This is an optimization exercise on Yosys and OpenROAD, whose aim is small area, a short achievable clock period and few clock cycles, not a production implementation.
RTL that was checked went through simulation tests only; none was proved equivalent to the original.

==> module taylor_sine, before the edit <==
module taylor_sine(
    input clock,
    input reset,
    input start_in,
    input signed [11:0] x_in,
    output reg ready_out,
    output [11:0] sin_out
);
reg armed;
reg [5:1] ph;           
reg [11:0] t, n2, acc;
reg [1:0] m;
reg [5:0] b_one, b_two, b_neg;    
wire idle = ~|ph;
wire go   = idle && armed && start_in;
function in_range(input signed [11:0] v, input signed [11:0] lo, input signed [11:0] hi);
    in_range = (v >= lo) && (v <= hi);
endfunction
wire m3 = in_range(x_in, -12'sd2047, -12'sd1716) | in_range(x_in, 12'sd1449, 12'sd1715);
wire m2 = in_range(x_in, -12'sd1417, -12'sd1415) | (x_in == -12'sd1401) |
          in_range(x_in, -12'sd1399, -12'sd1384) | in_range(x_in, -12'sd1381, -12'sd1302) |
          in_range(x_in, -12'sd1292, -12'sd1290);
wire m1 = in_range(x_in, -12'sd1448, -12'sd1290) | in_range(x_in, 12'sd670, 12'sd1289);
wire [1:0] m_x = m3 ? 2'd3 : m2 ? 2'd2 : m1 ? 2'd1 : 2'd0;
wire [11:0] bnext = (idle | ph[1]) ? x_in : ph[2] ? 12'd171 : ph[3] ? n2 : 12'd51;
reg [5:0] e_one, e_two, e_neg;
reg bm1;
integer i;
always @(*) begin
    for (i = 0; i < 6; i = i + 1) begin
        bm1 = (i == 0) ? 1'b0 : bnext[2*i-1];
        e_one[i] = bnext[2*i] ^ bm1;
        e_two[i] = (bnext[2*i+1] & ~bnext[2*i] & ~bm1) | (~bnext[2*i+1] & bnext[2*i] & bm1);
        e_neg[i] = bnext[2*i+1];
    end
end
reg [21:0] r0, r1, r2, r3, r4, r5, rc, ra, rm;
reg [12:0] v, e;
reg [21:0] pp [0:5];
always @(*) begin
    for (i = 0; i < 6; i = i + 1) begin
        v = b_one[i] ? {t[11], t} : b_two[i] ? {t, 1'b0} : 13'd0;
        e = v ^ {13{b_neg[i]}};
        pp[i] = {9'd0, ~e[12], e[11:0]} << (2*i);
    end
    r0 = pp[0];
    r1 = pp[1] | {21'd0, b_neg[0]};
    r2 = pp[2] | ({21'd0, b_neg[1]} << 2);
    r3 = pp[3] | ({21'd0, b_neg[2]} << 4);
    r4 = pp[4] | ({21'd0, b_neg[3]} << 6);
    r5 = pp[5] | ({21'd0, b_neg[4]} << 8);
    ra = {acc, 10'd0};
    rm = ({20'd0, ~m} + {21'd0, b_neg[5]}) << 10;
    rc = 22'h2aa400;
end
function [43:0] csa(input [21:0] a, input [21:0] b, input [21:0] c);
    csa = {a ^ b ^ c, ((a & b) | (a & c) | (b & c)) << 1};
endfunction
wire [21:0] s1, c1, s2, c2, s3, c3, s4, c4, s5, c5, s6, c6, s7, c7;
assign {s1, c1} = csa(r0, r1, r2);
assign {s2, c2} = csa(r3, r4, r5);
assign {s3, c3} = csa(rc, ra, rm);
assign {s4, c4} = csa(s1, c1, s2);
assign {s5, c5} = csa(c2, s3, c3);
assign {s6, c6} = csa(s4, c4, s5);
assign {s7, c7} = csa(s6, c6, c5);
wire [21:0] prod = s7 + c7;
wire [11:0] res = prod[21:10];
always @(posedge clock) begin
    if (reset) begin
        ready_out <= 1'b0;
        armed <= 1'b1;
        ph <= 5'd0;
    end else begin
        ph <= {ph[4:1], go};
        if (go) begin
            ready_out <= 1'b0;
            armed <= 1'b0;
        end else if (ph[5]) begin
            ready_out <= 1'b1;
        end else if (idle && !start_in) begin
            armed <= 1'b1;
        end
    end
end
always @(posedge clock) begin
    b_one <= e_one;
    b_two <= e_two;
    b_neg <= e_neg;
    if (go) begin
        t   <= x_in;
        acc <= 12'd0;
        m   <= 2'd0;
    end
    if (ph[1]) n2 <= ~res;
    if (ph[1] | ph[2] | ph[3] | ph[4] | ph[5]) t <= res ^ {12{ph[1]}};
    if (ph[4]) begin
        acc <= x_in + t;
        m   <= m_x;
    end
end
assign sin_out = t;
endmodule
clock: 10.0 ns
lec_check: 0
cap_margin: 20
core_margin: 2
core_utilization: 40
setup_slack_margin: 4
slew_margin: 20
run.sh (not shown) runs the stock make flow with config.mk's settings and CLKGATE_MAP_FILE= SYNTH_SCRIPT=/design/flow/synth_recipe.tcl, a recipe that flattens the netlist after the stock synthesis.
Testbench counts at the start, summed over its fixed seeds: cycles 11,192.
Rerun with:
--- a/flow/design.v
+++ b/flow/design.v
@@ -9,7 +9,7 @@
 reg armed;
 reg [5:1] ph;           
 reg [11:0] t, n2, acc;
-reg [1:0] m;
+reg [1:0] m;            
 reg [5:0] b_one, b_two, b_neg;    
 wire idle = ~|ph;
 wire go   = idle && armed && start_in;
@@ -34,7 +34,7 @@
         e_neg[i] = bnext[2*i+1];
     end
 end
-reg [21:0] r0, r1, r2, r3, r4, r5, rc, ra, rm;
+reg [21:0] r0, r1, r2, r3, r4, r5, rn;
 reg [12:0] v, e;
 reg [21:0] pp [0:5];
 always @(*) begin
@@ -43,28 +43,25 @@
         e = v ^ {13{b_neg[i]}};
         pp[i] = {9'd0, ~e[12], e[11:0]} << (2*i);
     end
-    r0 = pp[0];
+    r0 = {1'b1, 1'b0, 1'b1, 1'b0, 1'b1, 1'b0, 1'b1, ~pp[0][12], ~pp[0][12], ~pp[0][12], pp[0][11:0]};
+    r0[14] = pp[0][12];
     r1 = pp[1] | {21'd0, b_neg[0]};
     r2 = pp[2] | ({21'd0, b_neg[1]} << 2);
     r3 = pp[3] | ({21'd0, b_neg[2]} << 4);
     r4 = pp[4] | ({21'd0, b_neg[3]} << 6);
-    r5 = pp[5] | ({21'd0, b_neg[4]} << 8);
-    ra = {acc, 10'd0};
-    rm = ({20'd0, ~m} + {21'd0, b_neg[5]}) << 10;
-    rc = 22'h2aa400;
+    r5 = pp[5] | {acc, 10'd0} | ({21'd0, b_neg[4]} << 8);
+    rn = {21'd0, b_neg[5]} << 10;
 end
 function [43:0] csa(input [21:0] a, input [21:0] b, input [21:0] c);
     csa = {a ^ b ^ c, ((a & b) | (a & c) | (b & c)) << 1};
 endfunction
-wire [21:0] s1, c1, s2, c2, s3, c3, s4, c4, s5, c5, s6, c6, s7, c7;
+wire [21:0] s1, c1, s2, c2, s3, c3, s4, c4, s5, c5;
 assign {s1, c1} = csa(r0, r1, r2);
 assign {s2, c2} = csa(r3, r4, r5);
-assign {s3, c3} = csa(rc, ra, rm);
-assign {s4, c4} = csa(s1, c1, s2);
-assign {s5, c5} = csa(c2, s3, c3);
-assign {s6, c6} = csa(s4, c4, s5);
-assign {s7, c7} = csa(s6, c6, c5);
-wire [21:0] prod = s7 + c7;
+assign {s3, c3} = csa(s1, c1, s2);
+assign {s4, c4} = csa(c2, rn, s3);
+assign {s5, c5} = csa(s4, c4, c3);
+wire [21:0] prod = s5 + c5;
 wire [11:0] res = prod[21:10];
 always @(posedge clock) begin
     if (reset) begin
@@ -87,16 +84,15 @@
     b_one <= e_one;
     b_two <= e_two;
     b_neg <= e_neg;
+    m <= m_x;
     if (go) begin
         t   <= x_in;
         acc <= 12'd0;
-        m   <= 2'd0;
     end
     if (ph[1]) n2 <= ~res;
     if (ph[1] | ph[2] | ph[3] | ph[4] | ph[5]) t <= res ^ {12{ph[1]}};
     if (ph[4]) begin
-        acc <= x_in + t;
-        m   <= m_x;
+        acc <= x_in + t - {10'd0, m};
     end
 end
 assign sin_out = t;
The new run finished with timing, DRC and antenna clean.
Worst setup slack gains 23 ps.
Cell area goes down by 1.1%.
Die area stays flat.
Critical path depth goes up by 1.
Non-clock buffer count goes down by 12.
Only the layout flow was run in the second run of this note; the RTL was not checked for function there.

port drivers added, routing unchanged:
Ports are ideal in the flow. The routed layouts listed here were re-timed in OpenROAD.
Step 1: set_driving_cell puts a clkbuf_16 on clock and a buf_2 on each other input, an assumption about the parent block.
Step 2 adds t to the input delays and takes it off the output delays; t is the mean of the earliest and latest rising clock arrival at the registers after step 1. Input paths then give back, and output paths get back, about the clock's delay inside the block.
Slacks: ideal / step 1 / step 2; pairs: ideal / step 1.
run	shift t [ns]	slack for setup (ns)	worst setup path after step 2
the first run	0.369	4.348 / 4.348 / 4.348	register to register
the second run	0.373	4.371 / 4.371 / 4.371	register to register
After both steps setup and hold are still met in every run listed.
